This is an optimization exercise on Yosys and OpenROAD, whose aim is small area and a short achievable clock period, not a production implementation. In this exercise RTL edits were held to simulation tests only and were not proved equivalent to the original. Power is estimated from default activity; no workload was simulated.

== violet ==
## processorPipe
module processorPipe(
    input clk,
    input rst,
    input [15:0] instr_in,
    output [15:0] pc_out,
    output [15:0] alu_res,
    output memWrite,
    output regWrite,
    output [15:0] rf_WD,
    output [15:0] alu_b,
    output [15:0] read_rs,
    output [15:0] data_out,
    output [15:0] data_in
);
    integer i, k;
    reg [4:0] pc_q;    
    always @(posedge clk or posedge rst) begin
        if (rst)
            pc_q <= 5'd0;
        else
            pc_q <= pc_q + 5'd1;
    end
    assign pc_out = {10'd0, pc_q, 1'b0};
    wire [3:0] op_f = instr_in[15:12];
    wire alu_src_f = (op_f == 4'b0001) | (op_f == 4'b0010) | (op_f == 4'b1000) | (op_f == 4'b1010);
    wire sub_f = (op_f == 4'b0010) | (op_f == 4'b1100) |
                 ((op_f == 4'b0000) & (instr_in[2:1] == 2'b11));
    reg [15:0] ir;
    reg [7:1]  rs_oh, rt_oh;    
    reg        alu_src_d, sub_d;
    always @(posedge clk) begin
        ir <= instr_in;
        for (i = 1; i < 8; i = i + 1) begin
            rs_oh[i] <= (instr_in[11:9] == i[2:0]);
            rt_oh[i] <= (instr_in[8:6] == i[2:0]);
        end
        alu_src_d <= alu_src_f;
        sub_d <= sub_f;
    end
    wire [3:0] op = ir[15:12];
    wire [2:0] rt = ir[8:6];
    wire [2:0] rd = ir[5:3];
    wire [2:0] fn = ir[2:0];
    reg [2:0] alu_ctrl_d;
    reg       reg_dst_d, mem_to_reg_d, mem_write_d, reg_write_d;
    always @(*) begin
        reg_dst_d = 1'b0;
        mem_to_reg_d = 1'b0;
        mem_write_d = 1'b0;
        reg_write_d = 1'b0;
        alu_ctrl_d = 3'b010;
        case (op)
            4'b0000: begin reg_dst_d = 1'b1; reg_write_d = 1'b1; alu_ctrl_d = fn; end
  ...
Size in the first run: roughly 1900 cells after synthesis, about 810 flip-flops, about 130 I/O pins.
Settings: LEC_CHECK=0, CAP_MARGIN=10, CORE_MARGIN=2, CORE_UTILIZATION=50, CTS_CLUSTER_DIAMETER=60, CTS_CLUSTER_SIZE=30, PLACE_DENSITY=0.6, SETUP_SLACK_MARGIN=3.2, SLEW_MARGIN=10; clock period 5.5 ns.
standard.sh (not shown) runs the stock make flow with config.mk's settings and CLKGATE_MAP_FILE= SYNTH_SCRIPT=/design/flow/synth_recipe.tcl, a recipe that flattens the netlist after the stock synthesis.
==> flow/flow/run.sh <==
#!/bin/bash
# Layout flow: the standard ORFS flow (standard.sh, standard synthesis
# unchanged), with clock tree synthesis told not to insert dummy loads and
# the port buffers made plain buf_2 cells instead of delay buffers.
set -euo pipefail
export CTS_ARGS="-sink_clustering_enable -repair_clock_nets -dont_use_dummy_load -sink_clustering_size 30 -sink_clustering_max_diameter 60"
export BUFFER_PORTS_ARGS="-buffer_cell sky130_fd_sc_hd__buf_2"
bash standard.sh > standard_flow.log 2>&1
violet finished end to end and its layout was clean on timing, DRC and antenna.
Edits applied to the flow inputs when going from violet to raven:
Settings: CAP_MARGIN now 20, was 10; SLEW_MARGIN now 20, was 10.
--- outcome ---
Diff violet -> raven: area of the die essentially unchanged, pin slew with the least headroom to its limit essentially unchanged, timing-limited maximum frequency essentially unchanged, share of synthesized cell area in full adder, half adder and majority cells essentially unchanged.
Die outline width: raven vs violet identical
Diff violet..raven | number of remaining DRC errors | unchanged
Area after synthesis came out exactly the same in violet and raven.
Reported for violet and raven, core utilization turned out identical to the last digit.
Summary of raven over violet: first-iteration DRC count roughly the same; part of the power in combinational logic flat.
Input changes introduced in xenon (baseline for comparison: raven):
==> flow/flow/run.sh <==
#!/bin/bash
# Layout flow: the standard ORFS flow (standard.sh, standard synthesis
# unchanged), with clock tree synthesis told not to insert dummy loads and
# the port buffers made plain buf_1 cells instead of delay buffers.
set -euo pipefail
export CTS_ARGS="-sink_clustering_enable -repair_clock_nets -dont_use_dummy_load -sink_clustering_size 30 -sink_clustering_max_diameter 60"
export BUFFER_PORTS_ARGS="-buffer_cell sky130_fd_sc_hd__buf_1"
bash standard.sh > standard_flow.log 2>&1
==> run summary <==
xenon against raven: worst setup slack before clock tree synthesis increased 0.30 ns, clock power increased about 2%. Utilization after layout for xenon is lower than for raven.

afterwards: timing with drivers on the ports:
No port has a modelled driver above. Below, the same layouts with a new extraction and two added sets of constraints.
Step 1, drivers: a clkbuf_16 drives clk and a buf_2 each remaining input, both assumed.
Step 2 moves the port delays by t, midway between the first and last clock arrival at a register: inputs arrive t later, outputs are due t later. That takes back most of the time a late clock gives input paths.
Slacks: ideal ports / drivers / drivers and shift; pairs: ideal ports / drivers.
| run | t, ns | setup slack, ns | worst setup path after step 2 | clock arrival spread, ns |
|---|---|---|---|---|
| violet | 0.647 | 3.198 / 3.137 / 3.209 | register to register | 0.096 / 0.096 |
| raven | 0.647 | 3.198 / 3.137 / 3.209 | register to register | 0.096 / 0.096 |
| xenon | 0.644 | 3.201 / 3.140 / 3.251 | register to register | 0.090 / 0.091 |
After both steps setup and hold are still met in every run listed.
